Background: an optimization exercise with open tools, aiming at small area, a short achievable clock period and few clock cycles. Do not read the settings as production practice. At most, simulation tests tie the RTL to the original design; equivalence was not proved.

Setup of JK:
==> flow/design.v <==
module taylor_sine(
    input clock,
    input reset,
    input start_in,
    input signed [11:0] x_in,
    output reg ready_out,
    output [11:0] sin_out
);
reg armed;
reg [5:1] ph;           
reg [11:0] t, n2, acc;
reg [5:0] b_one, b_two, b_neg;    
wire idle = ~|ph;
wire go   = idle && armed && start_in;
wire [10:0] u = ~n2[10:0];
wire big = (u >= 11'd1624 && u < 11'd1632) || (u >= 11'd1654 && u < 11'd1864) ||
           (u >= 11'd1868 && u < 11'd1912) || (u >= 11'd1916 && u < 11'd1918) ||
           (u >= 11'd1954 && u < 11'd1962);
wire n2_pos = !n2[11] && (n2[10:0] != 11'd0);
wire m3 = n2_pos && t[11];
wire signed [11:0] c0 = t;
wire m12 = n2[11] && (c0 <= -12'sd49);
wire [1:0] m = m3 ? 2'd3 : m12 ? (big ? 2'd2 : 2'd1) : 2'd0;
wire [11:0] bnext = (idle | ph[1]) ? x_in : ph[2] ? 12'd171 : ph[3] ? n2 : 12'd51;
reg [5:0] e_one, e_two, e_neg;
reg bm1;
integer i;
always @(*) begin
    for (i = 0; i < 6; i = i + 1) begin
        bm1 = (i == 0) ? 1'b0 : bnext[2*i-1];
        e_one[i] = bnext[2*i] ^ bm1;
        e_two[i] = (bnext[2*i+1] & ~bnext[2*i] & ~bm1) | (~bnext[2*i+1] & bnext[2*i] & bm1);
        e_neg[i] = bnext[2*i+1];
    end
end
reg [12:0] e0, e1, e2, e3, e4, e5;
reg [12:0] v;
always @(*) begin
    for (i = 0; i < 6; i = i + 1) begin
        v = b_one[i] ? {t[11], t} : b_two[i] ? {t, 1'b0} : 13'd0;
        case (i)
            0: e0 = v ^ {13{b_neg[i]}};
            1: e1 = v ^ {13{b_neg[i]}};
            2: e2 = v ^ {13{b_neg[i]}};
            3: e3 = v ^ {13{b_neg[i]}};
            4: e4 = v ^ {13{b_neg[i]}};
            default: e5 = v ^ {13{b_neg[i]}};
        endcase
    end
end
wire hs0 = e0[10] ^ e1[8];
wire hc0 = e0[10] & e1[8];
wire hs1 = e0[11] ^ e1[9];
wire hc1 = e0[11] & e1[9];
wire hs2 = e0[12] ^ e1[10];
wire hc2 = e0[12] & e1[10];
wire hs3 = e0[12] ^ e1[11];
wire hc3 = e0[12] & e1[11];
wire hs4 = ~e0[12] ^ ~e1[12];
wire hc4 = ~e0[12] & ~e1[12];
wire hs5 = e0[6] ^ e1[4];
wire hc5 = e0[6] & e1[4];
wire hs6 = e0[7] ^ e1[5];
wire hc6 = e0[7] & e1[5];
wire fs7 = e0[8] ^ e1[6] ^ e2[4];
wire fc7 = (e0[8] & e1[6]) | (e0[8] & e2[4]) | (e1[6] & e2[4]);
wire hs8 = e3[2] ^ e4[0];
wire hc8 = e3[2] & e4[0];
wire fs9 = e0[9] ^ e1[7] ^ e2[5];
wire fc9 = (e0[9] & e1[7]) | (e0[9] & e2[5]) | (e1[7] & e2[5]);
wire hs10 = e3[3] ^ e4[1];
wire hc10 = e3[3] & e4[1];
wire fs11 = hs0 ^ e2[6] ^ e3[4];
wire fc11 = (hs0 & e2[6]) | (hs0 & e3[4]) | (e2[6] & e3[4]);
wire fs12 = e4[2] ^ (e5[0] | acc[0]) ^ b_neg[5];
wire fc12 = (e4[2] & (e5[0] | acc[0])) | (e4[2] & b_neg[5]) | ((e5[0] | acc[0]) & b_neg[5]);
wire fs13 = hs1 ^ e2[7] ^ e3[5];
wire fc13 = (hs1 & e2[7]) | (hs1 & e3[5]) | (e2[7] & e3[5]);
wire fs14 = e4[3] ^ (e5[1] | acc[1]) ^ hc0;
wire fc14 = (e4[3] & (e5[1] | acc[1])) | (e4[3] & hc0) | ((e5[1] | acc[1]) & hc0);
wire fs15 = hs2 ^ e2[8] ^ e3[6];
wire fc15 = (hs2 & e2[8]) | (hs2 & e3[6]) | (e2[8] & e3[6]);
wire fs16 = e4[4] ^ (e5[2] | acc[2]) ^ hc1;
wire fc16 = (e4[4] & (e5[2] | acc[2])) | (e4[4] & hc1) | ((e5[2] | acc[2]) & hc1);
wire fs17 = hs3 ^ e2[9] ^ e3[7];
wire fc17 = (hs3 & e2[9]) | (hs3 & e3[7]) | (e2[9] & e3[7]);
wire fs18 = e4[5] ^ (e5[3] | acc[3]) ^ hc2;
wire fc18 = (e4[5] & (e5[3] | acc[3])) | (e4[5] & hc2) | ((e5[3] | acc[3]) & hc2);
wire fs19 = hs4 ^ e2[10] ^ e3[8];
wire fc19 = (hs4 & e2[10]) | (hs4 & e3[8]) | (e2[10] & e3[8]);
wire fs20 = e4[6] ^ (e5[4] | acc[4]) ^ hc3;
wire fc20 = (e4[6] & (e5[4] | acc[4])) | (e4[6] & hc3) | ((e5[4] | acc[4]) & hc3);
wire fs21 = 1'b1 ^ e2[11] ^ e3[9];
wire fc21 = (1'b1 & e2[11]) | (1'b1 & e3[9]) | (e2[11] & e3[9]);
wire fs22 = e4[7] ^ (e5[5] | acc[5]) ^ hc4;
wire fc22 = (e4[7] & (e5[5] | acc[5])) | (e4[7] & hc4) | ((e5[5] | acc[5]) & hc4);
wire fs23 = ~e2[12] ^ e3[10] ^ e4[8];
wire fc23 = (~e2[12] & e3[10]) | (~e2[12] & e4[8]) | (e3[10] & e4[8]);
wire hs24 = 1'b1 ^ e3[11];
wire hc24 = 1'b1 & e3[11];
wire hs25 = e0[4] ^ e1[2];
wire hc25 = e0[4] & e1[2];
wire hs26 = e0[5] ^ e1[3];
wire hc26 = e0[5] & e1[3];
wire fs27 = hs5 ^ e2[2] ^ e3[0];
wire fc27 = (hs5 & e2[2]) | (hs5 & e3[0]) | (e2[2] & e3[0]);
wire fs28 = hs6 ^ e2[3] ^ e3[1];
wire fc28 = (hs6 & e2[3]) | (hs6 & e3[1]) | (e2[3] & e3[1]);
wire fs29 = fs7 ^ hs8 ^ b_neg[4];
wire fc29 = (fs7 & hs8) | (fs7 & b_neg[4]) | (hs8 & b_neg[4]);
wire fs30 = fs9 ^ hs10 ^ fc7;
wire fc30 = (fs9 & hs10) | (fs9 & fc7) | (hs10 & fc7);
wire fs31 = fs11 ^ fs12 ^ fc9;
wire fc31 = (fs11 & fs12) | (fs11 & fc9) | (fs12 & fc9);
wire fs32 = fs13 ^ fs14 ^ fc11;
wire fc32 = (fs13 & fs14) | (fs13 & fc11) | (fs14 & fc11);
wire fs33 = fs15 ^ fs16 ^ fc13;
wire fc33 = (fs15 & fs16) | (fs15 & fc13) | (fs16 & fc13);
wire fs34 = fs17 ^ fs18 ^ fc15;
wire fc34 = (fs17 & fs18) | (fs17 & fc15) | (fs18 & fc15);
wire fs35 = fs19 ^ fs20 ^ fc17;
wire fc35 = (fs19 & fs20) | (fs19 & fc17) | (fs20 & fc17);
wire fs36 = fs21 ^ fs22 ^ fc19;
wire fc36 = (fs21 & fs22) | (fs21 & fc19) | (fs22 & fc19);
wire fs37 = fs23 ^ (e5[6] | acc[6]) ^ fc21;
wire fc37 = (fs23 & (e5[6] | acc[6])) | (fs23 & fc21) | ((e5[6] | acc[6]) & fc21);
wire fs38 = hs24 ^ e4[9] ^ (e5[7] | acc[7]);
wire fc38 = (hs24 & e4[9]) | (hs24 & (e5[7] | acc[7])) | (e4[9] & (e5[7] | acc[7]));
wire fs39 = ~e3[12] ^ e4[10] ^ (e5[8] | acc[8]);
wire fc39 = (~e3[12] & e4[10]) | (~e3[12] & (e5[8] | acc[8])) | (e4[10] & (e5[8] | acc[8]));
wire hs40 = 1'b1 ^ e4[11];
wire hc40 = 1'b1 & e4[11];
wire hs41 = e0[2] ^ e1[0];
wire hc41 = e0[2] & e1[0];
wire hs42 = e0[3] ^ e1[1];
wire hc42 = e0[3] & e1[1];
wire fs43 = hs25 ^ e2[0] ^ b_neg[2];
wire fc43 = (hs25 & e2[0]) | (hs25 & b_neg[2]) | (e2[0] & b_neg[2]);
wire fs44 = hs26 ^ e2[1] ^ hc25;
wire fc44 = (hs26 & e2[1]) | (hs26 & hc25) | (e2[1] & hc25);
wire fs45 = fs27 ^ b_neg[3] ^ hc26;
wire fc45 = (fs27 & b_neg[3]) | (fs27 & hc26) | (b_neg[3] & hc26);
wire fs46 = fs28 ^ hc5 ^ fc27;
wire fc46 = (fs28 & hc5) | (fs28 & fc27) | (hc5 & fc27);
wire fs47 = fs29 ^ hc6 ^ fc28;
wire fc47 = (fs29 & hc6) | (fs29 & fc28) | (hc6 & fc28);
wire fs48 = fs30 ^ hc8 ^ fc29;
wire fc48 = (fs30 & hc8) | (fs30 & fc29) | (hc8 & fc29);
wire fs49 = fs31 ^ hc10 ^ fc30;
wire fc49 = (fs31 & hc10) | (fs31 & fc30) | (hc10 & fc30);
wire fs50 = fs32 ^ fc12 ^ fc31;
wire fc50 = (fs32 & fc12) | (fs32 & fc31) | (fc12 & fc31);
wire fs51 = fs33 ^ fc14 ^ fc32;
wire fc51 = (fs33 & fc14) | (fs33 & fc32) | (fc14 & fc32);
wire fs52 = fs34 ^ fc16 ^ fc33;
wire fc52 = (fs34 & fc16) | (fs34 & fc33) | (fc16 & fc33);
wire fs53 = fs35 ^ fc18 ^ fc34;
wire fc53 = (fs35 & fc18) | (fs35 & fc34) | (fc18 & fc34);
wire fs54 = fs36 ^ fc20 ^ fc35;
wire fc54 = (fs36 & fc20) | (fs36 & fc35) | (fc20 & fc35);
wire fs55 = fs37 ^ fc22 ^ fc36;
wire fc55 = (fs37 & fc22) | (fs37 & fc36) | (fc22 & fc36);
wire fs56 = fs38 ^ fc23 ^ fc37;
wire fc56 = (fs38 & fc23) | (fs38 & fc37) | (fc23 & fc37);
wire fs57 = fs39 ^ hc24 ^ fc38;
wire fc57 = (fs39 & hc24) | (fs39 & fc38) | (hc24 & fc38);
wire fs58 = hs40 ^ (e5[9] | acc[9]) ^ fc39;
wire fc58 = (hs40 & (e5[9] | acc[9])) | (hs40 & fc39) | ((e5[9] | acc[9]) & fc39);
wire fs59 = ~e4[12] ^ (e5[10] | acc[10]) ^ hc40;
wire fc59 = (~e4[12] & (e5[10] | acc[10])) | (~e4[12] & hc40) | ((e5[10] | acc[10]) & hc40);
wire hs60 = 1'b1 ^ (e5[11] | acc[11]);
wire hc60 = 1'b1 & (e5[11] | acc[11]);
wire [21:0] ps = {hs60, fs59, fs58, fs57, fs56, fs55, fs54, fs53, fs52, fs51, fs50, fs49, fs48, fs47, fs46, fs45, fs44, fs43, hs42, hs41, e0[1], e0[0]};
wire [21:0] pc = {fc59, fc58, fc57, fc56, fc55, fc54, fc53, fc52, fc51, fc50, fc49, fc48, fc47, fc46, fc45, fc44, fc43, hc42, hc41, b_neg[1], 1'b0, b_neg[0]};
wire [21:0] prod = ps + pc;
wire [11:0] res = prod[21:10];
always @(posedge clock) begin
    if (reset) begin
        ready_out <= 1'b0;
        armed <= 1'b1;
        ph <= 5'd0;
    end else begin
        ph <= {ph[4:1], go};
        if (go) begin
            ready_out <= 1'b0;
            armed <= 1'b0;
        end else if (ph[5]) begin
            ready_out <= 1'b1;
        end else if (idle && !start_in) begin
            armed <= 1'b1;
        end
    end
end
always @(posedge clock) begin
    b_one <= e_one;
    b_two <= e_two;
    b_neg <= e_neg;
    acc <= ph[4] ? x_in + t - {10'd0, m} : 12'd0;
    if (go) t <= x_in;
    if (ph[1]) n2 <= ~res;
    if (ph[1] | ph[2] | ph[3] | ph[4] | ph[5]) t <= res ^ {12{ph[1]}};
end
assign sin_out = t;
endmodule
export LEC_CHECK = 0
export CAP_MARGIN = 20
export CORE_MARGIN = 2
export CORE_UTILIZATION = 65
export CTS_BUF_LIST = sky130_fd_sc_hd__clkbuf_8
export SETUP_SLACK_MARGIN = 4
export SLEW_MARGIN = 20
create_clock -name core_clock -period 10.0 [get_ports {clock}]
run.sh (not shown) runs the stock make flow with config.mk's settings and CLKGATE_MAP_FILE= SYNTH_SCRIPT=/design/flow/synth_recipe.tcl, a recipe that flattens the netlist after the stock synthesis.
Every stage of the flow completed for JK, and the final layout passed the timing, DRC and antenna checks.
Testbench counts of JK, summed over its fixed seeds: cycles 11,192.
Modified inputs, MS compared to JK
--- a/flow/design.v
+++ b/flow/design.v
@@ -17,10 +17,9 @@
            (u >= 11'd1868 && u < 11'd1912) || (u >= 11'd1916 && u < 11'd1918) ||
            (u >= 11'd1954 && u < 11'd1962);
 wire n2_pos = !n2[11] && (n2[10:0] != 11'd0);
 wire m3 = n2_pos && t[11];
-wire signed [11:0] c0 = t;
-wire m12 = n2[11] && (c0 <= -12'sd49);
+wire m12 = n2[11] && ($signed(t) <= -12'sd49);
 wire [1:0] m = m3 ? 2'd3 : m12 ? (big ? 2'd2 : 2'd1) : 2'd0;
 wire [11:0] bnext = (idle | ph[1]) ? x_in : ph[2] ? 12'd171 : ph[3] ? n2 : 12'd51;
 reg [5:0] e_one, e_two, e_neg;
 reg bm1;
Findings:
Taking JK as the reference, in MS minimum clock period after layout flat, worst hold slack flat, register area flat, post-detailed-placement cell area flat.
Function not checked in MS: the RTL went through the layout flow alone.

[static timing again, ports no longer ideal]
No port has a modelled driver above. Below, the same layouts with a new extraction and two added sets of constraints.
Step 1 assumes that a clkbuf_16 drives the clock port and a buf_2 every other input.
Step 2 times the ports against the registers' clock, not the clock port: input delays grow and output delays shrink by t, the midpoint of the rising clock arrivals with the driver on.
Slacks: no drivers / after step 1 / after step 2; pairs: no drivers / after step 1.
run	shift t [ns]	setup WS [ns]	clock arrival spread, ns	worst data-port slew with drivers (ns)
JK	0.392	4.701 / 4.701 / 4.701	0.014 / 0.014	0.04
MS	0.392	4.701 / 4.701 / 4.701	0.014 / 0.014	0.04
After both steps every run listed still meets setup and hold.
